What follows belongs to an exercise in optimizing a design on an open flow for small area and a short achievable clock period; a production flow would make more cautious choices. In this exercise RTL edits were held to simulation tests only and were not proved equivalent to the original.

==> flow/design.v (outline; a module is shown in full before it is edited, if it fits) <==
// module FA: 6 lines
// module HA: 6 lines
// module XN2: 5 lines
// module OR2: 5 lines
// module MX: 5 lines
// module X2: 5 lines
// module LSTM: 1779 lines
module LSTM(clk, Of, En, Ci, Cip, In, Ui, Uf, Uk, Uo, Wi, Wk, Wf, Wo, Vo, Bi, Bo, Bf, Bk, PrevH, Cout, Hout);
  // ...
==> flow/flow/run.sh <==
#!/bin/bash
set -euo pipefail
export BUFFER_PORTS_ARGS="-buffer_cell sky130_fd_sc_hd__buf_2"
bash standard.sh > standard_flow.log 2>&1
==> flow/standard.sh <==
#!/bin/bash
# synth_recipe.tcl (not shown) runs the flow's synth.tcl, then flattens the netlist and writes it again
# the make line also repeats each setting of config.mk as NAME=value (left out here)
make -C /OpenROAD-flow-scripts/flow DESIGN_CONFIG=/design/flow/config.mk WORK_HOME=/design/flow/orfs CLKGATE_MAP_FILE= SYNTH_SCRIPT=/design/flow/synth_recipe.tcl "${@:-finish}"
==> flow/config.mk <==
export PLATFORM = sky130hd
export DESIGN_NAME = LSTM
export DESIGN_NICKNAME = LSTM
export VERILOG_FILES = /design/flow/design.v
export SDC_FILE = /design/flow/constraint.sdc
export NUM_CORES = 4
export LEC_CHECK = 0
export CAP_MARGIN = 20
export CORE_MARGIN = 2
export CORE_UTILIZATION = 40
export SLEW_MARGIN = 20
export SYNTH_HIERARCHICAL = 1
==> flow/constraint.sdc <==
create_clock -name core_clock -period 45.0 [get_ports {clk}]
set_input_delay 9.0000 -clock core_clock [delete_from_list [all_inputs] [get_ports {clk}]]
set_output_delay 9.0000 -clock core_clock [all_outputs]
set_load 0.01 [all_outputs]
==> impl_metrics.py, run 1 <==
metrics = {
    "grt": {
        "grt_max_degree": 33,
        "grt_pass1_vias": 10360,
    },
    "synth": {
        "yosysSeqAreaShare_pct": 3.669,
        "synth_xor_area_share_pct": 8.990,
        "yosysUniqueCellTypes": 46,
        "syn_avg_cell_area_sq_um": 9.708,
        "synthArstFlopShare_pct": 0,
        "synth_top_family_by_area": "adder cells",
    },
    "run_status": {
        "status": "timing/DRC/antenna clean",
    },
    "detailed_routing": {
        "wl_met1_mm": 13.58,
        "firstDrtPassIters": 4,
        "vias": 9552,
        "dr_wl_met3_mm": 1.635,
        "vias_per_cell": 5.014,
    },
    "min_path": {
        "min-delay-start": "u_r[8]",
    },
    "clock_tree": {
        "cts_buffers": 3,
        "cts_resized": 0,
    },
    "sta": {
        "setup_viol": 0,
    },
    "cells_and_area": {
        "multi_input_area_share_pct": 86.15,
        "seq_cell_count": 25,
        "final_cell_area_sq_um": 14600,
        "seq-cell-share_pct": 3.428,
    },
    "worst_setup_path": {
        "required_ns": 36.00,
        "r2r_end": "h_r[7]",
        "crit_arrival_ns": 17.13,
        "max_stage_delay_ns": 0.56,
    },
    "place": {
        "gp_congestion": 0.8303,
    },
    "die": {
        "initial_core_util_pct": 40.68,
    },
}
==> run 2: changes to the inputs <==
==> flow/flow/run.sh (replaced) <==
#!/bin/bash
set -euo pipefail
export BUFFER_PORTS_ARGS="-buffer_cell sky130_fd_sc_hd__buf_2"
export SETUP_SLACK_MARGIN=20
bash standard.sh > standard_flow.log 2>&1
==> run 2 against run 1 <==
Via count increased by 2.6%; worst hold slack better by 0.045 ns; flip-flop and latch count stayed put; setup slack improved by 0.84 ns; cell count increased by 1.6%; synthesized cell count unchanged; critical path depth stayed put; utilization increased by 3.0 points; clock skew decreased by 0.0010 ns; highest routed layer is now met4.
==> impl_metrics.py, run 2 <==
metrics = {
    "synth": {
        "synth_top_cell_by_area": "fa_1",
        "yosysSeqAreaShare_pct": 3.669,
        "synth_flop_cell": "dfxtp_1",
        "ys_seq_elements": 25,
        "synth_edf_count": 0,
        "synthArstFlopShare_pct": 0,
        "syn_inst": 1405,
        "yosysWarnings": 7,
        "syn_avg_cell_area_sq_um": 9.708,
        "synthTopCellsByArea": "fa_1, nand2_1, xnor2_1",
        "synthesis.nets": 1949,
        "synth_most_common_cell": "nand2_1",
        "yosysUniqueCellTypes": 46,
        "synth.top_cell.area_share_pct": 56.95,
        "netlist_area_sq_um": 13640,
        "yosys-top-cells-count": "nand2_1, fa_1, xnor2_1, or2_1, clkbuf_1",
    },
    "place": {
        "gp_congestion": 0.8430,
        "port_buffers": 131,
        "hpwl_mm": 26.24,
    },
    "detailed_routing": {
        "routed_wl_mm": 32.25,
        "wl_per_cell_microns": 16.66,
        "firstDrtPassIters": 7,
        "vias": 9804,
        "antenna_left": 0,
        "dr.first_iter.drc_count": 392,
        "drc": 0,
        "vias_per_cell": 5.064,
    },
    "sta": {
        "max_freq_mhz": 39.53,
        "setup_viol": 0,
        "post-route-period-util_pct": 56.21,
        "post-route-min-period_ns": 25.29,
        "rsz0062_at_grt": "true",
        "hold_viol": 0,
        "setup-tns-final_ns": 0,
        "max_slew_margin_pct": 64.64,
        "worst_slew_pin_slew_ns": 0.5304,
        "drv_slew": 0,
        "fin_skew_ns": 0.003264,
    },
    "cells_and_area": {
        "fill_cells": 3165,
        "nets": 2030,
        "most-common-layout-cells": "nand2_1, fa_1, xnor2_1",
        "area_growth_syn_to_layout_pct": 14.41,
        "regMostFlops": "u_r",
        "reg.largest.list": "u_r (9), ft_r (8), h_r (8)",
        "drive_gt1_share_pct": 18.99,
        "final_common_cell": "nand2_1",
        "largest_reg_flops": 9,
    },
    "clock_tree": {
        "cts_root_buffer": "clkbuf_16",
        "cts_buffers": 3,
        "cts.sinks": 25,
        "clockBufferDepth": 2,
        "htreeDepth": 1,
        "clkTransAtPathRegs_ns": 0.06,
        "clock_latency_ns": 0.26,
        "cts_tree": "yes",
    },
    "worst_setup_path": {
        "worstReg2RegStart": "ft_r[0]",
        "r2r_end": "h_r[7]",
        "required_ns": 36.00,
        "slowest_stage": "fa_2",
        "crit_arrival_ns": 16.29,
        "path_max_fanout": 8,
        "r2r_cells": 25,
        "worstSetupEndpointType": "output pin",
        "crit_family": "adder cells",
        "start_kind": "primary input",
        "crit_type": "primary input to output pin",
        "max_stage_delay_ns": 0.56,
        "r2r_setup_slack_ns": 36.90,
        "cp_num_buf_inv": 2,
    },
    "min_path": {
        "worstHoldEndpoint": "h_r[0]",
        "whs_path_depth": 8,
        "hp-class": "register to register",
        "min-delay-start": "u_r[8]",
    },
    "grt": {
        "grt_remaining_overflow": 0,
        "grt_pass1_vias": 10490,
        "grt_usage_pct": 19.04,
        "grt_pass1_wl_mm": 53.99,
        "grt_max_degree": 33,
        "antenna_found_initial": 0,
    },
    "die": {
        "pin_count": 148,
        "rows": 67,
        "die_h_microns": 188.7,
        "die_area_sq_um": 35590,
        "coreArea_sq_um": 33530,
        "initial_core_util_pct": 40.68,
        "die_width_microns": 188.7,
    },
    "run_status": {
        "status": "timing/DRC/antenna clean",
    },
    "job": {
        "max-cap-violations": 0,
    },
}
## run 2: cell counts after synthesis
No cell type changed its count.
## run 2: what timing repair did
| item | 4_1_cts | 5_1_grt |
|---|---|---|
| setup buffers | 10 | 12 |
| setup endpoints to repair | 9 | 9 |
| resized for setup | 117 | 40 |
| cloned | 7 | 0 |
| hold buffers | 0 | 0 |
| pin swaps | 39 | 38 |
## run 2: worst max-delay path by stage
| stage | from | endpoint | slack [ns] | cells after the start |
|---|---|---|---|---|
| after detailed placement | In[2] | Of | 19.04 | 25 |
| after floorplan | In[1] | Of | 19.95 | 24 |
| after global routing | Vo[3] | Of | 19.50 | 25 |
| final | Vo[3] | Of | 19.71 | 25 |
| after global placement | In[2] | Of | 19.09 | 25 |
| after CTS | Vo[3] | Of | 19.65 | 25 |
## run 2: worst register-to-register path, cell delays in order (launching register included)
cell and delay [ns]:
dfxtp_1 0.31, ha_1 0.20, fa_1 0.39, fa_1 0.40, fa_1 0.39, fa_1 0.50
fa_1 0.43, fa_1 0.39, fa_1 0.39, fa_1 0.40, fa_1 0.63, inv_1 0.09
nor4_1 0.38, xnor2_1 0.11, o311a_1 0.15, or3_4 0.39, a211o_1 0.29, or2_1 0.25
fa_1 0.39, or2_1 0.26, or2_1 0.25, or2_1 0.26, or2_1 0.25, or2_1 0.24
xnor2_1 0.13, and2_1 0.15
## run 2: kinds of logic after synthesis
group / share of synthesized area, %
xor gates and xnor gates: 8.990
and+or+nand+nor: 20.59
adders and majority gates: 59.24
AOI/OAI and AO/OA: 1.468
muxes: 1.908
other: 0.02749
DFF: 3.669
buffers and inverters: 4.101
## run 2: per-module statistics from Yosys (local to each module, per instance)
module / times used / area (sq um) / cells inside
X2: 8 / 8.758 / 1
OR2: 91 / 6.256 / 1
HA: 15 / 12.51 / 1
FA: 388 / 20.02 / 1
MX: 16 / 15.01 / 1
LSTM: 1 / 4209 / 819
XN2: 68 / 8.758 / 1
## run 2: per-layer routing
| layer | GRT usage [%] | wire [microns] | up-vias | part of all wire, % |
|---|---|---|---|---|
| li1 | - | - | 4411 | - |
| met3 | 1.416 | 1714 | 45 | 5.3 |
| met2 | 32.66 | 16010 | 322 | 50 |
| met1 | 26.47 | 13750 | 5026 | 43 |
| met5 | 0 | 0 | - | 0 |
| met4 | 4.447 | 779 | 0 | 2.4 |
## run 2: layout make-up
cell class,count,area (sq um),area share [%]
antenna,3,7.507,0.04811
clock buffer,3,75.07,0.4811
clock inverter,1,8.758,0.05613
inverter,57,214.0,1.371
multi-input combinational,1240,12890,82.62
sequential,25,500.5,3.207
tap,448,560.5,3.592
timing repair buffer,159,1346,8.627
## run 2: per-stage QoR
| step | instances | worst slack [ns] | hold slack (ns) | util, % | cell area (sq um) |
|---|---|---|---|---|---|
| floorplan | 1405 | 19.95 | 1.238 | - | 13750 |
| finish | 1936 | 19.71 | 1.435 | 46.54 | 15610 |
| detailed placement | 1900 | 19.04 | 1.396 | 43.50 | 14590 |
| global placement | 1900 | 19.09 | 1.352 | 43.50 | 14590 |
| global route | 1933 | 19.50 | 1.523 | 46.51 | 15600 |
| CTS | 1921 | 19.65 | 1.424 | 45.76 | 15350 |
==> run 3: changes to the inputs <==
==> flow/flow/run.sh (replaced) <==
#!/bin/bash
set -euo pipefail
export BUFFER_PORTS_ARGS="-buffer_cell sky130_fd_sc_hd__buf_2"
export SETUP_SLACK_MARGIN=22
bash standard.sh > standard_flow.log 2>&1
==> run 3 against run 2 <==
Flip-flop and latch count unchanged; worst hold slack worse by 0.028 ns; clock skew down 0.0011 ns; cell count up 0.26%; area after synthesis unchanged; synthesized cell count unchanged; critical path depth up 2; maximum frequency up 0.34%; global-route usage up 0.44 points; routed wire length up 3.2%; largest cell class unchanged; first-iteration DRC count up 30%; highest routed layer is now met5.
==> impl_metrics.py, run 3 <==
metrics = {
    "run_status": {
        "status": "timing/DRC/antenna clean",
    },
    "synth": {
        "synth_edf_count": 0,
        "syn_avg_cell_area_sq_um": 9.708,
        "synth_top_family_by_area": "adder cells",
        "synth_adder_area_share_pct": 59.24,
        "synth.area.mux_share_pct": 1.908,
        "synth_xor_area_share_pct": 8.990,
        "syn_inst": 1405,
        "synth-simple-area-share_pct": 20.59,
        "synth-compound-area-share_pct": 1.468,
        "synth_most_common_cell": "nand2_1",
        "yosysSeqAreaShare_pct": 3.669,
        "yosysUniqueCellTypes": 46,
        "synth.top_cell.area_share_pct": 56.95,
        "ys_seq_elements": 25,
        "netlist_area_sq_um": 13640,
        "yosysWarnings": 7,
        "synthTopCellsByArea": "fa_1, nand2_1, xnor2_1",
        "synth_flop_cell": "dfxtp_1",
        "synth_top_cell_by_area": "fa_1",
        "yosys-top-cells-count": "nand2_1, fa_1, xnor2_1, or2_1, clkbuf_1",
        "synthesis.nets": 1949,
        "synthArstFlopShare_pct": 0,
    },
    "worst_setup_path": {
        "cp_num_buf_inv": 5,
        "start_kind": "primary input",
        "required_ns": 36.00,
        "slowest_stage": "fa_2",
        "crit_top_cell": "fa_2",
        "crit_type": "primary input to output pin",
        "crit_arrival_ns": 16.21,
        "path_max_fanout": 16,
        "crit_family": "adder cells",
        "worstSetupEndpointType": "output pin",
        "max_stage_delay_ns": 0.57,
    },
    "clock_tree": {
        "clockBufferDepth": 2,
        "htreeDepth": 1,
        "cts.sinks": 25,
        "clock_latency_ns": 0.26,
        "cts_buffers": 3,
        "clkTransAtPathRegs_ns": 0.06,
        "cts_tree": "yes",
        "cts_root_buffer": "clkbuf_16",
    },
    "sta": {
        "hold_ws_ns": 1.406,
        "post-route-min-period_ns": 25.21,
        "max_slew_margin_pct": 62.45,
        "rsz0062_at_grt": "true",
        "setup_viol": 0,
        "layout_setup_ws_ns": 19.79,
        "drv_slew": 0,
        "post-route-period-util_pct": 56.02,
        "worst_slew_pin_slew_ns": 0.5632,
        "max_freq_mhz": 39.67,
        "fin_skew_ns": 0.002179,
        "setup-tns-final_ns": 0,
        "hold_viol": 0,
    },
    "grt": {
        "grt_usage_pct": 19.48,
        "grt_max_degree": 33,
        "grt_remaining_overflow": 0,
        "antenna_found_initial": 5,
        "grt_pass1_vias": 10850,
        "grt_pass1_wl_mm": 55.17,
    },
    "cells_and_area": {
        "most-common-layout-cells": "nand2_1, fa_1, xnor2_1",
        "area_growth_syn_to_layout_pct": 15.33,
        "nets": 2035,
        "reg.largest.list": "u_r (9), ft_r (8), h_r (8)",
        "fill_cells": 3188,
        "drive_gt1_share_pct": 20.20,
        "layoutNonFillerInstCount": 1941,
        "final_common_cell": "nand2_1",
        "largest_reg_flops": 9,
        "regMostFlops": "u_r",
    },
    "detailed_routing": {
        "vias": 9939,
        "vias_per_cell": 5.121,
        "firstDrtPassIters": 5,
        "drc": 0,
        "routed_wl_mm": 33.28,
        "antenna_left": 0,
        "wl_per_cell_microns": 17.15,
        "dr.first_iter.drc_count": 511,
    },
    "die": {
        "initial_core_util_pct": 40.68,
        "pin_count": 148,
        "die_area_sq_um": 35590,
        "rows": 67,
        "die_h_microns": 188.7,
        "coreArea_sq_um": 33530,
        "die_width_microns": 188.7,
    },
    "job": {
        "max-cap-violations": 0,
    },
    "min_path": {
        "hp-class": "register to register",
    },
    "place": {
        "dp.cells": 1902,
        "preCtsSetupSlack_ns": 19.09,
        "port_buffers": 131,
        "hpwl_mm": 26.50,
        "gp_congestion": 0.8153,
    },
}
-- run 3: cell counts after synthesis --
Identical to the previous run, type by type.
-- run 3: cell type report --
type | count | area [sq um] | share of cell area [%]
Antenna cell | 3 | 7.507 | 0.04773
Clock buffer | 3 | 75.07 | 0.4773
Sequential cell | 25 | 500.5 | 3.182
Clock inverter | 1 | 8.758 | 0.05568
Timing Repair Buffer | 164 | 1409 | 8.956
Multi-Input combinational cell | 1240 | 12950 | 82.36
Inverter | 57 | 214.0 | 1.360
Tap cell | 448 | 560.5 | 3.563
-- run 3: final timing paths --
kind	startpoint	to	cells past startpoint	slack, ns
setup / recovery	In[3]	Of	27	19.79
hold / removal	u_r[8]	h_r[0]	8	1.41
setup reg to reg	ft_r[0]	h_r[7]	25	36.90
hold reg to reg	u_r[8]	h_r[0]	8	1.41
-- run 3: repair_timing --
| item | CTS | global route |
|---|---|---|
| hold endpoints to repair | 0 | 0 |
| hold buffers | 0 | 0 |
| cloned | 6 | 2 |
| pin swaps | 27 | 20 |
| resized for setup | 111 | 37 |
| buffers inserted | 22 | 2 |
| endpoints found under the setup margin | 9 | 9 |
-- run 3: logic make-up (layout without fill, tap and decap cells) --
family / Yosys count / in the layout
AOI/OAI and AO/OA: 28 / 28
xor gates and xnor gates: 140 / 140
adders and majority gates: 413 / 413
buffers and inverters: 141 / 225
DFF: 25 / 25
muxes: 18 / 19
other: 1 / 4
and+or+nand+nor: 639 / 639
-- run 3: Yosys stat by module, one instance, submodules excluded, excerpt --
module | copies in the design | cells inside
FA | 388 | 1
OR2 | 91 | 1
XN2 | 68 | 1
X2 | 8 | 1
LSTM | 1 | 819
HA | 15 | 1
-- run 3: stage by stage --
step / util (%) / cell area, sq um
after floorplan: - / 13920
after CTS: 46.28 / 15520
after detailed placement: 43.78 / 14680
after global routing: 46.91 / 15730
final: 46.91 / 15730
after global placement: 43.78 / 14680
-- run 3: tightest hold or removal path: stages (launching register included) --
cell,delay [ns]
dfxtp_1,0.37
nor3_1,0.18
o21ai_0,0.12
nand4b_1,0.17
nand3_1,0.09
o21ai_0,0.09
a211o_1,0.13
xnor2_1,0.11
and2_1,0.12
-- run 3: per-layer routing --
metal,vias up,global-route usage (%),share of wire [%]
met1,5155,26.20,41
met2,336,34.21,51
met5,-,0,0.021
met4,2,4.087,1.4
met3,37,2.030,6.5
li1,4409,-,-
==> run 4: changes to the inputs <==
==> flow/flow/run.sh (replaced) <==
#!/bin/bash
set -euo pipefail
export BUFFER_PORTS_ARGS="-buffer_cell sky130_fd_sc_hd__buf_1"
bash standard.sh > standard_flow.log 2>&1
==> run 4 against run 3 <==
Still clean; worst hold slack worse by 0.029 ns; critical path depth is 2 lower; cell count is 1.0% lower; setup slack worse by 0.72 ns; non-clock buffer count is 17 lower; clock skew is 0.00073 ns higher; flip-flop and latch count stayed put; maximum frequency is 2.8% lower; die area stayed put; critical endpoint unchanged.
==> impl_metrics.py, run 4 <==
metrics = {
    "cells_and_area": {
        "reg.largest.list": "u_r (9), ft_r (8), h_r (8)",
        "most-common-layout-cells": "nand2_1, fa_1, buf_1",
        "drive_gt1_share_pct": 2.921,
        "fill_cells": 3294,
        "final_cell_area_sq_um": 14550,
        "regMostFlops": "u_r",
        "nets": 2017,
        "area_growth_syn_to_layout_pct": 6.697,
        "final_common_cell": "nand2_1",
        "largest_reg_flops": 9,
    },
    "clock_tree": {
        "htreeDepth": 1,
        "cts_hold_buf": 0,
        "clock_latency_ns": 0.26,
        "cts_buffers": 3,
        "cts_resized": 0,
        "cts_tree": "yes",
        "clockBufferDepth": 2,
        "post_cts_buffers": 0,
        "clkTransAtPathRegs_ns": 0.07,
        "cts_root_buffer": "clkbuf_16",
        "cts.sinks": 25,
    },
    "detailed_routing": {
        "firstDrtPassIters": 5,
        "vias_per_cell": 4.967,
        "antenna_left": 0,
        "vias": 9542,
        "dr.first_iter.drc_count": 426,
        "wl_per_cell_microns": 16.06,
        "drc": 0,
        "routed_wl_mm": 30.85,
    },
    "sta": {
        "setup_viol": 0,
        "post-route-period-util_pct": 57.61,
        "post-route-min-period_ns": 25.93,
        "drv_slew": 0,
        "hold_viol": 0,
        "max_slew_margin_pct": 40.56,
        "worst_slew_pin_slew_ns": 0.8800,
        "rsz0062_at_grt": "false",
        "setup-tns-final_ns": 0,
        "max_freq_mhz": 38.57,
        "fin_skew_ns": 0.002905,
    },
    "grt": {
        "grt_max_degree": 33,
        "grt_pass1_wl_mm": 52.76,
        "grt_usage_pct": 18.33,
        "grt_pass1_vias": 10360,
        "grt_remaining_overflow": 0,
        "antenna_found_initial": 2,
    },
    "worst_setup_path": {
        "required_ns": 36.00,
        "crit_arrival_ns": 16.93,
        "slowest_stage": "fa_1",
        "max_stage_delay_ns": 0.59,
        "crit_type": "primary input to output pin",
        "crit_top_cell": "fa_1",
        "start_kind": "primary input",
        "worstSetupEndpointType": "output pin",
        "path_max_fanout": 9,
    },
    "synth": {
        "yosys-top-cells-count": "nand2_1, fa_1, xnor2_1, or2_1, clkbuf_1",
        "yosysSeqAreaShare_pct": 3.669,
        "synthArstFlopShare_pct": 0,
        "yosysUniqueCellTypes": 46,
        "ys_seq_elements": 25,
        "synth_top_cell_by_area": "fa_1",
        "syn_inst": 1405,
        "syn_avg_cell_area_sq_um": 9.708,
        "synth_most_common_cell": "nand2_1",
        "yosysWarnings": 7,
        "synth.top_cell.area_share_pct": 56.95,
        "synthTopCellsByArea": "fa_1, nand2_1, xnor2_1",
        "netlist_area_sq_um": 13640,
        "synth_edf_count": 0,
        "synthesis.nets": 1949,
        "synth_flop_cell": "dfxtp_1",
    },
    "job": {
        "max-cap-violations": 0,
    },
    "die": {
        "coreArea_sq_um": 33530,
        "rows": 67,
        "die_h_microns": 188.7,
        "pin_count": 148,
        "die_width_microns": 188.7,
        "initial_core_util_pct": 40.68,
        "die_area_sq_um": 35590,
    },
    "place": {
        "gp_congestion": 0.8184,
        "place_area_sq_um": 14470,
        "hpwl_mm": 26.37,
        "port_buffers": 131,
    },
    "run_status": {
        "status": "timing/DRC/antenna clean",
    },
    "min_path": {
        "hp-class": "register to register",
    },
}
-- run 4: cell types whose count changed in the layout (fill, tap and decap cells not counted), moves of 8 or more --
| cell | delta |
|---|---|
| fa_1 | +84 |
| buf_6 | -14 |
| buf_2 | -99 |
| fa_2 | -84 |
| buf_4 | -12 |
| nand2_1 | +8 |
| buf_1 | +131 |
-- run 4: per-stage QoR --
step	hold slack, ns	setup WS (ns)	util (%)	std cells
2_1_floorplan	1.238	19.42	-	1405
3_3_place_gp	1.366	19.09	43.14	1916
3_5_place_dp	1.362	19.00	43.14	1916
4_1_cts	1.387	19.02	43.39	1920
5_1_grt	1.562	18.73	43.39	1920
6_report	1.378	19.07	43.40	1921
-- run 4: per-layer routing --
metal | vias up | share of wire (%) | global-route usage (%)
met5 | - | 0.042 | 0
met4 | 2 | 1.8 | 3.005
met3 | 32 | 4.4 | 1.602
met2 | 215 | 49 | 31.19
met1 | 4935 | 45 | 26.06
li1 | 4358 | - | -
-- run 4: modules after synthesis, one instance, submodules excluded --
| module | flops+latches | cells |
|---|---|---|
| OR2 | 0 | 1 |
| XN2 | 0 | 1 |
| HA | 0 | 1 |
| FA | 0 | 1 |
| LSTM | 25 | 819 |
| MX | 0 | 1 |
| X2 | 0 | 1 |
-- run 4: layout make-up --
type                            count  area (sq um)  area share (%)
Multi-Input combinational cell   1239         12580           86.44
Timing Repair Buffer              147         611.8           4.204
Tap cell                          448         560.5           3.852
Sequential cell                    25         500.5           3.439
Inverter                           57         214.0           1.470
Clock buffer                        3         75.07          0.5159
Clock inverter                      1         8.758         0.06018
Antenna cell                        1         2.502         0.01720
-- run 4: cell families after synthesis --
kind of cell / Yosys count / synth area share [%]
compound gates: 28 / 1.468
xor+xnor: 140 / 8.990
other cells: 1 / 0.02749
mux: 18 / 1.908
flops: 25 / 3.669
simple gates: 639 / 20.59
fa+ha+maj: 413 / 59.24
buf+inv: 141 / 4.101
-- run 4: worst paths after layout --
| check | start | end | slack [ns] | depth (start not counted) |
|---|---|---|---|---|
| worst min-delay path | u_r[8] | h_r[0] | 1.38 | 8 |
| worst max-delay path | Ci[1] | Of | 19.07 | 25 |
| worst min register to register | u_r[8] | h_r[0] | 1.38 | 8 |
| worst max register to register | ft_r[0] | h_r[7] | 36.96 | 25 |
-- run 4: worst max-delay path: cells and delay by family --
kind,cells,cell delay (ns)
and+or+nand+nor,7,0.87
adders and majority gates,12,5.38
buffers and inverters,2,0.59
muxes,4,1.07
==> run 5: changes to the inputs <==
==> flow/flow/run.sh (replaced) <==
#!/bin/bash
set -euo pipefail
export BUFFER_PORTS_ARGS="-buffer_cell sky130_fd_sc_hd__buf_1"
export SETUP_SLACK_MARGIN=20
export TNS_END_PERCENT=0
bash standard.sh > standard_flow.log 2>&1
--- a/flow/config.mk
+++ b/flow/config.mk
@@ -8,5 +8,6 @@
 export CAP_MARGIN = 20
 export CORE_MARGIN = 2
 export CORE_UTILIZATION = 40
+export CTS_BUF_LIST = sky130_fd_sc_hd__clkbuf_8
 export SLEW_MARGIN = 20
 export SYNTH_HIERARCHICAL = 1
==> run 5 against run 4 <==
Area after synthesis stayed put; via count increased by 3.8%; setup slack improved by 0.57 ns; clock-buffer cell count unchanged; cell area is 5.4% higher; utilization grew 2.3 points; first-iteration DRC count up 19%; global-route usage up 1.4 points.
==> impl_metrics.py, run 5 <==
metrics = {
    "worst_setup_path": {
        "crit_type": "primary input to output pin",
        "required_ns": 36.00,
        "crit_top_cell": "fa_2",
        "path_max_fanout": 9,
        "crit_end": "Of",
        "slowest_stage": "fa_2",
        "start_kind": "primary input",
        "r2r_end": "h_r[7]",
        "worstReg2RegStart": "ft_r[0]",
        "worstSetupEndpointType": "output pin",
        "crit_arrival_ns": 16.35,
        "r2r_cells": 25,
        "r2r_setup_slack_ns": 36.91,
        "crit_path_start": "In[2]",
        "max_stage_delay_ns": 0.56,
    },
    "clock_tree": {
        "htreeDepth": 1,
        "cts_tree": "yes",
        "clockBufferDepth": 2,
        "clkTransAtPathRegs_ns": 0.09,
        "clock_latency_ns": 0.27,
        "cts_root_buffer": "clkbuf_8",
        "cts.sinks": 25,
        "cts_buffers": 3,
    },
    "sta": {
        "hold_ws_ns": 1.394,
        "max_slew_margin_pct": 46.16,
        "post-route-min-period_ns": 25.35,
        "layout_setup_ws_ns": 19.65,
        "post-route-period-util_pct": 56.33,
        "worst_slew_pin_slew_ns": 0.8077,
        "hold_viol": 0,
        "drv_slew": 0,
        "rsz0062_at_grt": "true",
        "fin_skew_ns": 0.003895,
        "max_freq_mhz": 39.45,
        "setup_viol": 0,
        "setup-tns-final_ns": 0,
    },
    "grt": {
        "grt_pass1_vias": 11090,
        "grt_remaining_overflow": 0,
        "use_met3_pct": 1.658,
        "antenna_found_initial": 2,
        "met2_usage_pct": 34.70,
        "grt_pass1_wl_mm": 56.01,
        "grt_max_degree": 33,
        "met1_usage_pct": 26.70,
        "grt_usage_pct": 19.69,
        "grt_busiest_layer": "met2",
    },
    "synth": {
        "yosysSeqAreaShare_pct": 3.669,
        "ys_seq_elements": 25,
        "syn_avg_cell_area_sq_um": 9.708,
        "synthArstFlopShare_pct": 0,
        "synth.top_cell.area_share_pct": 56.95,
        "synth_top_cell_by_area": "fa_1",
        "synthesis.nets": 1949,
        "synth_flop_cell": "dfxtp_1",
        "synth_edf_count": 0,
        "yosysUniqueCellTypes": 46,
        "yosys-top-cells-count": "nand2_1, fa_1, xnor2_1, or2_1, clkbuf_1",
        "syn_inst": 1405,
        "netlist_area_sq_um": 13640,
        "synth_most_common_cell": "nand2_1",
        "synthTopCellsByArea": "fa_1, nand2_1, xnor2_1",
        "yosysWarnings": 7,
    },
    "place": {
        "gp_congestion": 0.8647,
        "hpwl_mm": 26.40,
        "port_buffers": 131,
        "preCtsSetupSlack_ns": 19.08,
    },
    "min_path": {
        "whs_path_depth": 8,
        "hp-class": "register to register",
    },
    "die": {
        "coreArea_sq_um": 33530,
        "die_width_microns": 188.7,
        "rows": 67,
        "die_area_sq_um": 35590,
        "pin_count": 148,
        "die_h_microns": 188.7,
        "initial_core_util_pct": 40.68,
    },
    "cells_and_area": {
        "area_growth_syn_to_layout_pct": 12.46,
        "reg.largest.list": "u_r (9), ft_r (8), h_r (8)",
        "drive_gt1_share_pct": 12.38,
        "regMostFlops": "u_r",
        "largest_reg_flops": 9,
        "nets": 2055,
        "most-common-layout-cells": "nand2_1, fa_1, xnor2_1",
        "fin_util_pct": 45.74,
        "final_common_cell": "nand2_1",
    },
    "detailed_routing": {
        "antenna_left": 0,
        "dr.first_iter.drc_count": 507,
        "wl_per_cell_microns": 16.91,
        "vias_per_cell": 5.057,
        "routed_wl_mm": 33.13,
        "vias": 9906,
        "firstDrtPassIters": 5,
        "drc": 0,
    },
    "run_status": {
        "status": "timing/DRC/antenna clean",
    },
    "job": {
        "max-cap-violations": 0,
    },
}
==> run 5: layout make-up <==
| type | count | area, sq um |
|---|---|---|
| tap | 448 | 560.5 |
| fill | 3231 | 18190 |
| sequential | 25 | 500.5 |
| inverter | 57 | 214.0 |
| multi-input combinational | 1240 | 12830 |
| clock buffer | 3 | 41.29 |
| clock inverter | 1 | 8.758 |
| antenna | 1 | 2.502 |
| timing repair buffer | 184 | 1180 |
==> run 5: repair_timing <==
| action | in CTS | in global routing |
|---|---|---|
| gates cloned | 7 | 0 |
| pin swaps | 26 | 21 |
| hold buffers | 0 | 0 |
| setup buffers | 27 | 4 |
| setup endpoints to repair | 9 | 9 |
| endpoints found under the hold margin | 0 | 0 |
| gates resized for setup | 91 | 37 |
==> run 5: worst max-delay path, delay by kind of cell <==
| kind | cells | cell delay, ns |
|---|---|---|
| adder cells (fa/ha/maj) | 12 | 4.92 |
| multiplexers | 4 | 1.07 |
| AND/OR/NAND/NOR | 7 | 0.83 |
| buffers and inverters | 5 | 0.51 |
==> run 5: worst min path at each step <==
stage          slack (ns)   start  endpoint
6_report             1.39  u_r[8]    h_r[0]
5_1_grt              1.54  u_r[8]    h_r[0]
4_1_cts              1.39  u_r[8]    h_r[0]
3_5_place_dp         1.35  u_r[8]    h_r[0]
3_3_place_gp         1.36  u_r[8]    h_r[0]
2_1_floorplan        1.24  u_r[8]    h_r[0]
==> run 5: modules after synthesis, one instance, submodules excluded <==
| module | cells inside | flops+latches |
|---|---|---|
| FA | 1 | 0 |
| HA | 1 | 0 |
| LSTM | 819 | 25 |
| MX | 1 | 0 |
| OR2 | 1 | 0 |
| X2 | 1 | 0 |
| XN2 | 1 | 0 |
==> run 5: cells by family after synthesis <==
logic type               after synthesis  synth area share, %
AND/OR/NAND/NOR                      639                20.59
buffers and inverters                141                4.101
flip-flops                            25                3.669
multiplexers                          18                1.908
XOR/XNOR                             140                8.990
AO/OA/AOI/OAI                         28                1.468
adder cells (fa/ha/maj)              413                59.24
other                                  1              0.02749
==> run 5: routing by layer <==
metal	wire length (microns)	share of wire (%)
met1	13850	42
met2	16870	51
met3	1690	5.1
met4	701	2.1
met5	12	0.036
==> run 5: metrics by stage <==
| stage | instance area (sq um) | std cells |
|---|---|---|
| after detailed placement | 14540 | 1916 |
| after global placement | 14540 | 1916 |
| after floorplan | 13750 | 1405 |
| final | 15340 | 1959 |
| after CTS | 15210 | 1954 |
| after global routing | 15340 | 1958 |
==> run 6: changes to the inputs <==
==> flow/flow/run.sh (replaced) <==
#!/bin/bash
set -euo pipefail
export BUFFER_PORTS_ARGS="-buffer_cell sky130_fd_sc_hd__buf_1"
export RECOVER_POWER=100
bash standard.sh > standard_flow.log 2>&1
==> run 6 against run 5 <==
The layout now fails its checks (max-capacitance violations, max-slew violations); maximum frequency fell by 6.1%; worst hold slack got worse by 0.0065 ns; setup slack got worse by 1.7 ns; via count fell by 3.4%; critical path depth fell by 8; global-route usage fell by 1.4 points; cell count fell by 1.9%; highest routed layer unchanged.
==> impl_metrics.py, run 6 <==
metrics = {
    "grt": {
        "grt_max_degree": 33,
        "grt_remaining_overflow": 0,
        "grt_pass1_wl_mm": 52.57,
        "grt_usage_pct": 18.27,
        "grt_pass1_vias": 10360,
        "antenna_found_initial": 2,
    },
    "synth": {
        "synth_adder_area_share_pct": 59.24,
        "yosysUniqueCellTypes": 46,
        "synthesis.nets": 1949,
        "synth_most_common_cell": "nand2_1",
        "synthTopCellsByArea": "fa_1, nand2_1, xnor2_1",
        "syn_avg_cell_area_sq_um": 9.708,
        "synth_xor_area_share_pct": 8.990,
        "synth_top_cell_by_area": "fa_1",
        "synthArstFlopShare_pct": 0,
        "synth_flop_cell": "dfxtp_1",
        "ys_seq_elements": 25,
        "synth_top_family_by_area": "adder cells",
        "synth-simple-area-share_pct": 20.59,
        "yosysSeqAreaShare_pct": 3.669,
        "yosysWarnings": 7,
        "synth.top_cell.area_share_pct": 56.95,
        "synth_edf_count": 0,
        "syn_inst": 1405,
        "synth-compound-area-share_pct": 1.468,
        "netlist_area_sq_um": 13640,
        "yosys-top-cells-count": "nand2_1, fa_1, xnor2_1, or2_1, clkbuf_1",
        "synth.area.mux_share_pct": 1.908,
    },
    "clock_tree": {
        "htreeDepth": 1,
        "post_cts_buffers": 0,
        "clkTransAtPathRegs_ns": 0.09,
        "cts_tree": "yes",
        "clock_latency_ns": 0.27,
        "cts.sinks": 25,
        "cts_root_buffer": "clkbuf_8",
        "cts_buffers": 3,
        "cts_hold_buf": 0,
        "clockBufferDepth": 2,
        "cts_resized": 0,
    },
    "cells_and_area": {
        "area_growth_syn_to_layout_pct": 6.146,
        "largest_reg_flops": 9,
        "nets": 2017,
        "drive_gt1_share_pct": 2.174,
        "most-common-layout-cells": "nand2_1, fa_1, buf_1",
        "reg.largest.list": "u_r (9), ft_r (8), h_r (8)",
        "layoutNonFillerInstCount": 1921,
        "regMostFlops": "u_r",
        "final_common_cell": "nand2_1",
    },
    "min_path": {
        "whs_path_depth": 8,
        "hp-class": "register to register",
        "worstHoldEndpoint": "h_r[0]",
        "min-delay-start": "u_r[8]",
    },
    "worst_setup_path": {
        "crit_top_cell": "fa_1",
        "path_cells": "buf_1 -> clkbuf_1 -> nand2_1 -> fa_1 -> fa_1 -> fa_1 -> fa_1 -> fa_1 -> fa_1 -> fa_1 -> or2_0 -> fa_1 -> fa_1 -> fa_1 -> fa_1 -> or4_1 -> o41ai_1 -> mux2_1 -> mux2_1 -> buf_1",
        "path_max_fanout": 32,
        "r2r_setup_slack_ns": 36.94,
        "max_stage_delay_ns": 1.19,
        "start_kind": "primary input",
        "r2r_end": "h_r[7]",
        "worstReg2RegStart": "ft_r[0]",
        "slowest_stage": "clkbuf_1",
        "required_ns": 36.00,
        "crit_type": "primary input to output pin",
        "r2r_cells": 25,
        "worstSetupEndpointType": "output pin",
        "crit_arrival_ns": 18.01,
    },
    "place": {
        "preCtsSetupSlack_ns": 19.00,
        "port_buffers": 131,
        "dp.cells": 1916,
        "gp_congestion": 0.8184,
        "hpwl_mm": 26.37,
    },
    "sta": {
        "post-route-period-util_pct": 60.02,
        "fin_skew_ns": 0.005096,
        "max_freq_mhz": 37.02,
        "max_slew_margin_pct": -10.17,
        "worst_slew_pin_slew_ns": 1.653,
        "hold_viol": 0,
        "setup-tns-final_ns": 0,
        "layout_setup_ws_ns": 17.99,
        "setup_viol": 0,
        "rsz0062_at_grt": "false",
        "hold_ws_ns": 1.387,
        "post-route-min-period_ns": 27.01,
        "drv_slew": 33,
    },
    "die": {
        "pin_count": 148,
        "coreArea_sq_um": 33530,
        "die_area_sq_um": 35590,
        "rows": 67,
        "die_h_microns": 188.7,
        "initial_core_util_pct": 40.68,
        "die_width_microns": 188.7,
    },
    "detailed_routing": {
        "antenna_left": 0,
        "drc": 0,
        "dr.first_iter.drc_count": 447,
        "firstDrtPassIters": 5,
        "wl_per_cell_microns": 16.03,
        "routed_wl_mm": 30.80,
        "vias": 9569,
        "vias_per_cell": 4.981,
    },
    "job": {
        "max-cap-violations": 1,
    },
    "run_status": {
        "status": "finished with violations",
        "check.faults": "max-capacitance violations, max-slew violations",
    },
}
run 6: cell counts after synthesis:
Identical to the previous run, type by type.
run 6: logic make-up after synthesis:
kind of cell	count (synthesis)
other cells	1
xor+xnor	140
mux	18
flops	25
compound gates	28
simple gates	639
buf+inv	141
fa+ha+maj	413
run 6: per-module statistics from Yosys, one instance, submodules excluded:
module	cells inside	flip-flops and latches
LSTM	819	25
FA	1	0
MX	1	0
HA	1	0
X2	1	0
XN2	1	0
OR2	1	0
run 6: how the worst max path moves through the flow:
stage                     start  to  slack, ns  cells past startpoint
final                     In[1]  Of      17.99                     20
after global routing      In[1]  Of      17.56                     20
after CTS                 Ci[1]  Of      19.02                     25
after detailed placement  Ci[1]  Of      19.00                     25
after global placement    In[1]  Of      19.09                     26
after floorplan           In[0]  Of      19.42                     25
run 6: final cells by class:
class | count | area [sq um]
Antenna cell | 1 | 2.502
Clock buffer | 3 | 41.29
Sequential cell | 25 | 500.5
Tap cell | 448 | 560.5
Inverter | 57 | 214.0
Timing Repair Buffer | 147 | 608.1
Clock inverter | 1 | 8.758
Fill cell | 3310 | 19050
Multi-Input combinational cell | 1239 | 12540
run 6: through the flow:
stage          cell area (sq um)  util (%)
6_report                   14480     43.18
3_5_place_dp               14470     43.14
2_1_floorplan              13640         -
4_1_cts                    14520     43.29
5_1_grt                    14480     43.17
3_3_place_gp               14470     43.14
run 6: metal layers:
metal	vias to the layer above	global-route usage (%)	wire (microns)
met4	2	3.095	568
met2	250	31.08	15000
met5	-	0	13
li1	4364	-	-
met1	4921	25.94	13640
met3	32	1.602	1574
run 6: worst max-delay path, delay by kind of cell:
| family | cells | cell delay, ns |
|---|---|---|
| AO/OA/AOI/OAI | 1 | 0.74 |
| adder cells (fa/ha/maj) | 11 | 4.81 |
| buffers and inverters | 3 | 1.41 |
| multiplexers | 2 | 1.08 |
| AND/OR/NAND/NOR | 3 | 0.95 |
==> run 7: changes to the inputs <==
==> flow/flow/run.sh (replaced) <==
#!/bin/bash
set -euo pipefail
export BUFFER_PORTS_ARGS="-buffer_cell sky130_fd_sc_hd__buf_1"
bash standard.sh > standard_flow.log 2>&1
--- a/flow/config.mk
+++ b/flow/config.mk
@@ -7,7 +7,7 @@
 export LEC_CHECK = 0
 export CAP_MARGIN = 20
 export CORE_MARGIN = 2
-export CORE_UTILIZATION = 40
+export CORE_UTILIZATION = 55
 export CTS_BUF_LIST = sky130_fd_sc_hd__clkbuf_8
 export SLEW_MARGIN = 20
 export SYNTH_HIERARCHICAL = 1
==> run 7 against run 6 <==
Now clean on timing, DRC and antenna; cell count is 6.5% lower; clock-buffer cell count stayed put; flip-flop and latch count stayed put; via count is 0.34% higher; critical path type unchanged; highest routed layer is now met4.
==> impl_metrics.py, run 7 <==
metrics = {
    "grt": {
        "antenna_found_initial": 1,
        "grt_max_degree": 33,
        "grt_usage_pct": 24.35,
        "grt_remaining_overflow": 0,
        "grt_pass1_vias": 10310,
        "grt_pass1_wl_mm": 50.64,
    },
    "job": {
        "max-cap-violations": 0,
    },
    "cells_and_area": {
        "diodes": 0,
        "final_common_cell": "nand2_1",
        "largest_reg_flops": 9,
        "most-common-layout-cells": "nand2_1, fa_1, buf_1",
        "reg.largest.list": "u_r (9), ft_r (8), h_r (8)",
        "regMostFlops": "u_r",
        "nets": 2017,
        "area_growth_syn_to_layout_pct": 5.293,
        "drive_gt1_share_pct": 2.921,
        "fill_cells": 2232,
    },
    "die": {
        "die_width_microns": 161.5,
        "die_area_sq_um": 26070,
        "coreArea_sq_um": 24320,
        "initial_core_util_pct": 56.08,
        "rows": 57,
        "die_h_microns": 161.5,
        "pin_count": 148,
    },
    "synth": {
        "synth_flop_cell": "dfxtp_1",
        "yosysSeqAreaShare_pct": 3.669,
        "yosysUniqueCellTypes": 46,
        "synth_most_common_cell": "nand2_1",
        "netlist_area_sq_um": 13640,
        "yosys-top-cells-count": "nand2_1, fa_1, xnor2_1, or2_1, clkbuf_1",
        "synth_edf_count": 0,
        "synth.top_cell.area_share_pct": 56.95,
        "synthArstFlopShare_pct": 0,
        "syn_inst": 1405,
        "syn_avg_cell_area_sq_um": 9.708,
        "synthTopCellsByArea": "fa_1, nand2_1, xnor2_1",
        "ys_seq_elements": 25,
        "synthesis.nets": 1949,
        "synth_top_cell_by_area": "fa_1",
        "yosysWarnings": 7,
    },
    "sta": {
        "fin_skew_ns": 0.004903,
        "worst_slew_pin_slew_ns": 1.000,
        "hold_ws_ns": 1.451,
        "post-route-min-period_ns": 26.35,
        "post-route-period-util_pct": 58.55,
        "hold_viol": 0,
        "rsz0062_at_grt": "false",
        "setup_viol": 0,
        "setup-tns-final_ns": 0,
        "max_freq_mhz": 37.96,
        "drv_slew": 0,
        "max_slew_margin_pct": 33.30,
    },
    "min_path": {
        "worstHoldEndpoint": "h_r[0]",
        "whs_path_depth": 8,
        "min-delay-start": "u_r[8]",
        "hp-class": "register to register",
    },
    "detailed_routing": {
        "vias_per_cell": 5.346,
        "firstDrtPassIters": 4,
        "met2WireLength_mm": 15.85,
        "top_layer": "met4",
        "drc": 0,
        "dr.first_iter.drc_count": 430,
        "routed_wl_mm": 29.50,
        "vias": 9602,
        "antenna_left": 0,
        "dr_wl_met3_mm": 1.357,
        "wl_per_cell_microns": 16.43,
        "wl_met1_mm": 12.11,
    },
    "clock_tree": {
        "cts_root_buffer": "clkbuf_8",
        "htreeDepth": 1,
        "clock_latency_ns": 0.27,
        "cts_resized": 0,
        "cts.sinks": 25,
        "post_cts_buffers": 0,
        "cts_buffers": 3,
        "clkTransAtPathRegs_ns": 0.09,
        "cts_hold_buf": 0,
        "cts_tree": "yes",
        "clockBufferDepth": 2,
    },
    "place": {
        "port_buffers": 131,
        "hpwl_mm": 25.41,
        "gp_congestion": 0.8558,
    },
    "worst_setup_path": {
        "start_kind": "primary input",
        "required_ns": 36.00,
        "path_max_fanout": 21,
        "r2r_end": "h_r[7]",
        "crit_type": "primary input to output pin",
        "crit_arrival_ns": 17.35,
        "r2r_cells": 25,
        "worstReg2RegStart": "ft_r[0]",
        "r2r_setup_slack_ns": 36.90,
        "worstSetupEndpointType": "output pin",
    },
    "run_status": {
        "status": "timing/DRC/antenna clean",
    },
}
==> run 7: cells by family after synthesis <==
logic type | after synthesis | share of synthesized area (%)
compound gates | 28 | 1.468
xor+xnor | 140 | 8.990
fa+ha+maj | 413 | 59.24
buf+inv | 141 | 4.101
flops | 25 | 3.669
mux | 18 | 1.908
other cells | 1 | 0.02749
simple gates | 639 | 20.59
==> run 7: worst max path at each step <==
stage          cells after the start  to     start
6_report                          25  Of  PrevH[0]
5_1_grt                           26  Of  PrevH[0]
3_5_place_dp                      25  Of  PrevH[0]
4_1_cts                           25  Of  PrevH[0]
3_3_place_gp                      25  Of  PrevH[0]
2_1_floorplan                     25  Of     In[0]
==> run 7: layout make-up <==
class	count	area [sq um]	share of cell area, %
inverters	57	214.0	1.490
well taps	324	405.4	2.823
flip-flops and latches	25	500.5	3.485
clock buffers	3	41.29	0.2875
clock inverters	1	8.758	0.06099
repair buffers	147	611.8	4.260
multi-input cells	1239	12580	87.59
==> run 7: modules after synthesis, one instance, submodules excluded <==
module | flops+latches | cells
LSTM | 25 | 819
FA | 0 | 1
MX | 0 | 1
HA | 0 | 1
X2 | 0 | 1
XN2 | 0 | 1
OR2 | 0 | 1
==> run 7: critical path: stages <==
cell,delay (ns)
buf_1,0.72
nand2_1,0.20
fa_1,0.54
fa_1,0.41
fa_1,0.41
fa_1,0.38
fa_1,0.40
fa_1,0.40
fa_1,0.47
or2_1,0.24
fa_1,0.46
fa_1,0.59
fa_1,0.47
fa_1,0.38
fa_1,0.56
nor2_1,0.06
nand2_1,0.08
or2_2,0.14
nor2_1,0.05
and2_1,0.17
mux2_4,0.26
mux2_4,0.28
mux2_4,0.25
mux2_4,0.27
buf_1,0.13
==> run 7: per-stage QoR <==
stage	worst slack (ns)	util, %	cells	cell area, sq um
2_1_floorplan	19.42	-	1405	13640
3_3_place_gp	18.76	58.85	1792	14310
3_5_place_dp	18.64	58.85	1792	14310
4_1_cts	18.63	59.05	1796	14360
5_1_grt	18.27	59.05	1796	14360
6_report	18.65	59.05	1796	14360
==> run 7: per-layer routing <==
| layer | GRT usage, % | up-vias |
|---|---|---|
| li1 | - | 4370 |
| met1 | 32.48 | 5007 |
| met2 | 44.85 | 211 |
| met3 | 2.645 | 14 |
| met4 | 2.070 | 0 |
| met5 | 0 | - |
==> run 8: changes to the inputs <==
--- a/flow/config.mk
+++ b/flow/config.mk
@@ -7,7 +7,7 @@
 export LEC_CHECK = 0
 export CAP_MARGIN = 20
 export CORE_MARGIN = 2
-export CORE_UTILIZATION = 55
+export CORE_UTILIZATION = 70
 export CTS_BUF_LIST = sky130_fd_sc_hd__clkbuf_8
 export SLEW_MARGIN = 20
 export SYNTH_HIERARCHICAL = 1
==> run 8 against run 7 <==
Via count rose by 2.3%; sequential share of layout area barely moved; setup slack improved by 0.14 ns.
==> impl_metrics.py, run 8 <==
metrics = {
    "run_status": {
        "status": "timing/DRC/antenna clean",
    },
    "synth": {
        "syn_inst": 1405,
        "synthesis.nets": 1949,
        "yosysWarnings": 7,
        "yosys-top-cells-count": "nand2_1, fa_1, xnor2_1, or2_1, clkbuf_1",
        "yosysSeqAreaShare_pct": 3.669,
        "synth_edf_count": 0,
        "netlist_area_sq_um": 13640,
        "syn_avg_cell_area_sq_um": 9.708,
        "synth_top_cell_by_area": "fa_1",
        "yosysUniqueCellTypes": 46,
        "synth_flop_cell": "dfxtp_1",
        "synth_most_common_cell": "nand2_1",
        "ys_seq_elements": 25,
        "synth.top_cell.area_share_pct": 56.95,
        "synthTopCellsByArea": "fa_1, nand2_1, xnor2_1",
        "synthArstFlopShare_pct": 0,
    },
    "detailed_routing": {
        "routed_wl_mm": 28.70,
        "vias_per_cell": 5.660,
        "vias": 9826,
        "firstDrtPassIters": 7,
        "drc": 0,
        "dr.first_iter.drc_count": 414,
        "antenna_left": 0,
        "wl_per_cell_microns": 16.53,
    },
    "cells_and_area": {
        "final_common_cell": "nand2_1",
        "reg.largest.list": "u_r (9), ft_r (8), h_r (8)",
        "largest_reg_flops": 9,
        "diodes": 0,
        "fin_util_pct": 74.10,
        "layoutNonFillerInstCount": 1736,
        "area_growth_syn_to_layout_pct": 4.696,
        "drive_gt1_share_pct": 2.855,
        "regMostFlops": "u_r",
        "nets": 2016,
        "most-common-layout-cells": "nand2_1, fa_1, buf_1",
    },
    "min_path": {
        "whs_path_depth": 8,
        "hp-class": "register to register",
    },
    "clock_tree": {
        "cts.sinks": 25,
        "cts_buffers": 3,
        "cts_root_buffer": "clkbuf_8",
        "cts_hold_buf": 0,
        "htreeDepth": 1,
        "post_cts_buffers": 0,
        "clockBufferDepth": 2,
        "clock_latency_ns": 0.27,
        "cts_resized": 0,
        "clkTransAtPathRegs_ns": 0.09,
        "cts_tree": "yes",
    },
    "worst_setup_path": {
        "worstSetupEndpointType": "output pin",
        "crit_arrival_ns": 17.20,
        "start_kind": "primary input",
        "r2r_cells": 25,
        "required_ns": 36.00,
        "crit_type": "primary input to output pin",
        "path_max_fanout": 21,
        "r2r_setup_slack_ns": 36.87,
    },
    "sta": {
        "drv_slew": 0,
        "max_freq_mhz": 38.16,
        "post-route-period-util_pct": 58.23,
        "setup_viol": 0,
        "fin_skew_ns": 0.009387,
        "hold_viol": 0,
        "worst_slew_pin_slew_ns": 0.9897,
        "post-route-min-period_ns": 26.20,
        "setup-tns-final_ns": 0,
        "rsz0062_at_grt": "false",
        "max_slew_margin_pct": 34.02,
    },
    "die": {
        "initial_core_util_pct": 70.78,
        "coreArea_sq_um": 19270,
        "die_h_microns": 143.6,
        "pin_count": 148,
        "rows": 51,
        "die_area_sq_um": 20620,
        "die_width_microns": 143.6,
    },
    "grt": {
        "grt_remaining_overflow": 0,
        "grt_max_degree": 33,
        "grt_pass1_wl_mm": 49.29,
        "grt_usage_pct": 30.28,
        "grt_pass1_vias": 10650,
        "antenna_found_initial": 0,
    },
    "place": {
        "hpwl_mm": 24.66,
        "gp_congestion": 0.8728,
        "dp.cells": 1732,
        "port_buffers": 131,
    },
    "job": {
        "max-cap-violations": 0,
    },
}
## run 8: cell counts after synthesis
No cell type changed its count.
## run 8: cell families after synthesis
group                      after synthesis  share of synthesized area, %
xor gates and xnor gates               140                         8.990
adders and majority gates              413                         59.24
other                                    1                       0.02749
AOI/OAI and AO/OA                       28                         1.468
and+or+nand+nor                        639                         20.59
DFF                                     25                         3.669
buffers and inverters                  141                         4.101
muxes                                   18                         1.908
## run 8: per-module statistics from Yosys, one instance, submodules excluded
module  times used  flip-flops and latches  cell area [sq um]
XN2             68                       0              8.758
FA             388                       0              20.02
OR2             91                       0              6.256
X2               8                       0              8.758
HA              15                       0              12.51
LSTM             1                      25               4209
MX              16                       0              15.01
## run 8: layer usage
layer | up-vias | global-route usage, % | routed length [microns]
li1 | 4358 | - | -
met2 | 348 | 54.81 | 15310
met3 | 60 | 2.732 | 1559
met1 | 5060 | 39.76 | 10990
met4 | 0 | 7.740 | 833
met5 | - | 0 | 0
## run 8: stage by stage
stage | area (sq um) | hold WS, ns | worst slack (ns)
3_5_place_dp | 14230 | 1.407 | 18.75
6_report | 14280 | 1.475 | 18.80
4_1_cts | 14280 | 1.443 | 18.75
3_3_place_gp | 14230 | 1.367 | 18.85
5_1_grt | 14280 | 1.631 | 18.45
2_1_floorplan | 13640 | 1.238 | 19.42
## run 8: final timing paths
path / end / start
worst max-delay path: Of / PrevH[0]
worst min-delay path: h_r[0] / u_r[8]
worst max register to register: h_r[7] / ft_r[0]
worst min register to register: h_r[0] / u_r[8]
## run 8: critical path, stage by stage
cell and delay (ns):
buf_1 0.71, nand2_1 0.18, fa_1 0.54, fa_1 0.41, fa_1 0.43, fa_1 0.39, fa_1 0.39, fa_1 0.38
fa_1 0.48, or2_1 0.25, fa_1 0.46, fa_1 0.42, fa_1 0.51, fa_1 0.45, fa_1 0.53, nor2_1 0.06
nand2_1 0.06, or2_2 0.13, nor2_1 0.05, and2_1 0.18, mux2_4 0.26, mux2_4 0.28, mux2_4 0.25, mux2_4 0.26
buf_1 0.12
## run 8: area by class of cell
cell class,instances,area (sq um)
Multi-Input combinational cell,1239,12580
Sequential cell,25,500.5
Timing Repair Buffer,146,604.3
Clock buffer,3,41.29
Fill cell,1491,4991
Inverter,57,214.0
Tap cell,265,331.6
Clock inverter,1,8.758
==> run 9: changes to the inputs <==
==> flow/config.mk (replaced) <==
export PLATFORM = sky130hd
export DESIGN_NAME = LSTM
export DESIGN_NICKNAME = LSTM
export VERILOG_FILES = /design/flow/design.v
export SDC_FILE = /design/flow/constraint.sdc
export NUM_CORES = 4
export LEC_CHECK = 0
export CAP_MARGIN = 0
export CORE_MARGIN = 2
export CORE_UTILIZATION = 40
export CTS_BUF_LIST = sky130_fd_sc_hd__clkbuf_8
export SLEW_MARGIN = 0
export SYNTH_HIERARCHICAL = 1
==> run 9 against run 8 <==
Still clean; cell area is 1.7% higher; non-clock buffer count up 1; worst hold slack worse by 0.096 ns; cell count increased by 11%; utilization shrank 31 points; global-route usage is 12 points lower; routed wire length grew 7.2%; critical endpoint unchanged; largest cell class unchanged.
==> impl_metrics.py, run 9 <==
metrics = {
    "synth": {
        "yosysSeqAreaShare_pct": 3.669,
        "ys_seq_elements": 25,
        "synth.top_cell.area_share_pct": 56.95,
        "synthArstFlopShare_pct": 0,
        "syn_avg_cell_area_sq_um": 9.708,
        "yosysWarnings": 7,
        "synth_top_cell_by_area": "fa_1",
        "netlist_area_sq_um": 13640,
        "synth_most_common_cell": "nand2_1",
        "yosys-top-cells-count": "nand2_1, fa_1, xnor2_1, or2_1, clkbuf_1",
        "yosysUniqueCellTypes": 46,
        "synth_edf_count": 0,
        "synthesis.nets": 1949,
        "synth_flop_cell": "dfxtp_1",
        "syn_inst": 1405,
        "synthTopCellsByArea": "fa_1, nand2_1, xnor2_1",
    },
    "die": {
        "die_h_microns": 188.7,
        "rows": 67,
        "die_width_microns": 188.7,
        "die_area_sq_um": 35590,
        "pin_count": 148,
        "coreArea_sq_um": 33530,
        "initial_core_util_pct": 40.68,
    },
    "clock_tree": {
        "clockBufferDepth": 2,
        "clkTransAtPathRegs_ns": 0.09,
        "cts_buffers": 3,
        "clock_latency_ns": 0.27,
        "post_cts_buffers": 0,
        "cts_tree": "yes",
        "cts_resized": 0,
        "cts_hold_buf": 0,
        "cts.sinks": 25,
        "htreeDepth": 1,
        "cts_root_buffer": "clkbuf_8",
    },
    "place": {
        "place_area_sq_um": 14470,
        "gp_congestion": 0.8184,
        "hpwl_mm": 26.37,
        "port_buffers": 131,
    },
    "grt": {
        "grt_remaining_overflow": 0,
        "grt_usage_pct": 18.27,
        "grt_max_degree": 33,
        "grt_pass1_wl_mm": 52.57,
        "antenna_found_initial": 2,
        "grt_pass1_vias": 10360,
    },
    "worst_setup_path": {
        "crit_type": "primary input to output pin",
        "required_ns": 36.00,
        "worstSetupEndpointType": "output pin",
        "start_kind": "primary input",
        "crit_arrival_ns": 16.93,
        "path_max_fanout": 32,
    },
    "cells_and_area": {
        "largest_reg_flops": 9,
        "drive_gt1_share_pct": 2.921,
        "most-common-layout-cells": "nand2_1, fa_1, buf_1",
        "nets": 2017,
        "regMostFlops": "u_r",
        "final_common_cell": "nand2_1",
        "area_growth_syn_to_layout_pct": 6.467,
        "final_cell_area_sq_um": 14520,
        "reg.largest.list": "u_r (9), ft_r (8), h_r (8)",
    },
    "sta": {
        "post-route-min-period_ns": 25.93,
        "fin_skew_ns": 0.005775,
        "max_freq_mhz": 38.57,
        "rsz0062_at_grt": "false",
        "max_slew_margin_pct": 40.56,
        "post-route-period-util_pct": 57.62,
        "hold_viol": 0,
        "setup-tns-final_ns": 0,
        "drv_slew": 0,
        "worst_slew_pin_slew_ns": 0.8800,
        "setup_viol": 0,
    },
    "detailed_routing": {
        "vias": 9585,
        "top_layer": "met5",
        "dr_wl_met3_mm": 1.519,
        "met2WireLength_mm": 15.06,
        "routed_wl_mm": 30.77,
        "wl_met1_mm": 13.61,
        "dr.first_iter.drc_count": 441,
        "wl_per_cell_microns": 16.01,
        "drc": 0,
        "vias_per_cell": 4.987,
        "firstDrtPassIters": 5,
        "antenna_left": 0,
    },
    "run_status": {
        "status": "timing/DRC/antenna clean",
    },
    "min_path": {
        "hp-class": "register to register",
    },
    "job": {
        "max-cap-violations": 0,
    },
}
==> run 9: cell counts after synthesis <==
No cell type changed its count.
==> run 9: metrics by stage <==
step	setup WS [ns]	hold slack, ns	utilization (%)	instances
2_1_floorplan	19.42	1.238	-	1405
3_3_place_gp	19.09	1.366	43.14	1916
3_5_place_dp	19.00	1.362	43.14	1916
4_1_cts	19.02	1.394	43.29	1920
5_1_grt	18.73	1.566	43.29	1920
6_report	19.07	1.379	43.31	1922
==> run 9: modules after synthesis, one instance, submodules excluded <==
module,area (sq um),cells inside,times used
FA,20.02,1,388
HA,12.51,1,15
LSTM,4209,819,1
MX,15.01,1,16
OR2,6.256,1,91
X2,8.758,1,8
XN2,8.758,1,68
==> run 9: cell families (layout without fill, tap and decap cells) <==
family | after synthesis | in the layout | share of synthesized area [%]
flops | 25 | 25 | 3.669
mux | 18 | 18 | 1.908
buf+inv | 141 | 208 | 4.101
compound gates | 28 | 28 | 1.468
fa+ha+maj | 413 | 413 | 59.24
other cells | 1 | 3 | 0.02749
simple gates | 639 | 639 | 20.59
xor+xnor | 140 | 140 | 8.990
==> run 9: final timing paths <==
path	slack, ns	cells after the start	end	start
worst max-delay path	19.07	26	Of	In[1]
worst min-delay path	1.38	8	h_r[0]	u_r[8]
worst max register to register	36.97	25	h_r[7]	ft_r[0]
worst min register to register	1.38	8	h_r[0]	u_r[8]
==> run 9: layer usage <==
layer  vias up  global-route usage [%]
met5         -                       0
met1      4955                   25.94
li1       4362                       -
met3        32                   1.602
met4         2                   3.095
met2       234                   31.08
==> run 9: layout make-up <==
class / instances / area, sq um
inverters: 57 / 214.0
repair buffers: 147 / 611.8
well taps: 448 / 560.5
flip-flops and latches: 25 / 500.5
multi-input cells: 1239 / 12580
diodes: 2 / 5.005
fillers: 3302 / 19010
clock inverters: 1 / 8.758
clock buffers: 3 / 41.29
==> run 9: worst max-delay path, cell delays in order <==
cell     delay, ns
buf_1         0.07
buf_4         0.35
nand2_1       0.13
fa_1          0.48
fa_1          0.40
fa_1          0.42
fa_1          0.38
fa_1          0.38
fa_1          0.38
fa_1          0.47
or2_1         0.24
fa_1          0.49
fa_1          0.61
fa_1          0.47
fa_1          0.38
fa_1          0.55
nor2_1        0.06
nand2_1       0.07
or2_2         0.13
nor2_1        0.05
and2_1        0.18
mux2_4        0.26
mux2_4        0.27
mux2_4        0.26
mux2_4        0.28
buf_1         0.14

[port drivers added, routing unchanged]
Ports are ideal in the flow. The routed layouts listed here were re-timed in OpenROAD. Step 1 (the two cells are an assumption about what drives the block):
set clk [get_ports {clk}]
set_driving_cell -lib_cell sky130_fd_sc_hd__clkbuf_16 $clk
set_driving_cell -lib_cell sky130_fd_sc_hd__buf_2 [delete_from_list [all_inputs] $clk]
Step 2 moves the port delays by t, midway between the first and last clock arrival at a register: inputs arrive t later, outputs are due t later. That takes back most of the time a late clock gives input paths. a / b / c = ideal / step 1 / step 2; a / b = the first two.
| run | t (ns) | setup WS [ns] | worst setup path after step 2 | clock arrival spread, ns | worst data-port slew with drivers (ns) |
|---|---|---|---|---|---|
| run 1 | 0.292 | 18.870 / 18.849 / 18.849 | input to output | 0.004 / 0.005 | 0.09 |
| run 2 | 0.287 | 19.706 / 19.648 / 19.648 | input to output | 0.003 / 0.003 | 0.13 |
| run 3 | 0.296 | 19.791 / 19.674 / 19.674 | input to output | 0.002 / 0.003 | 0.13 |
| run 4 | 0.288 | 19.075 / 19.047 / 19.047 | input to output | 0.003 / 0.003 | 0.10 |
| run 5 | 0.298 | 19.649 / 19.625 / 19.625 | input to output | 0.004 / 0.004 | 0.09 |
| run 6 | 0.298 | 17.989 / 17.967 / 17.967 | input to output | 0.005 / 0.005 | 0.10 |
| run 7 | 0.296 | 18.655 / 18.623 / 18.623 | input to output | 0.005 / 0.005 | 0.06 |
| run 8 | 0.289 | 18.796 / 18.770 / 18.770 | input to output | 0.009 / 0.009 | 0.07 |
| run 9 | 0.298 | 19.071 / 19.044 / 19.044 | input to output | 0.006 / 0.006 | 0.10 |
The setup slack of run 3, which loses most, moves by -0.117 ns with the drivers and by -0.117 ns with both steps.
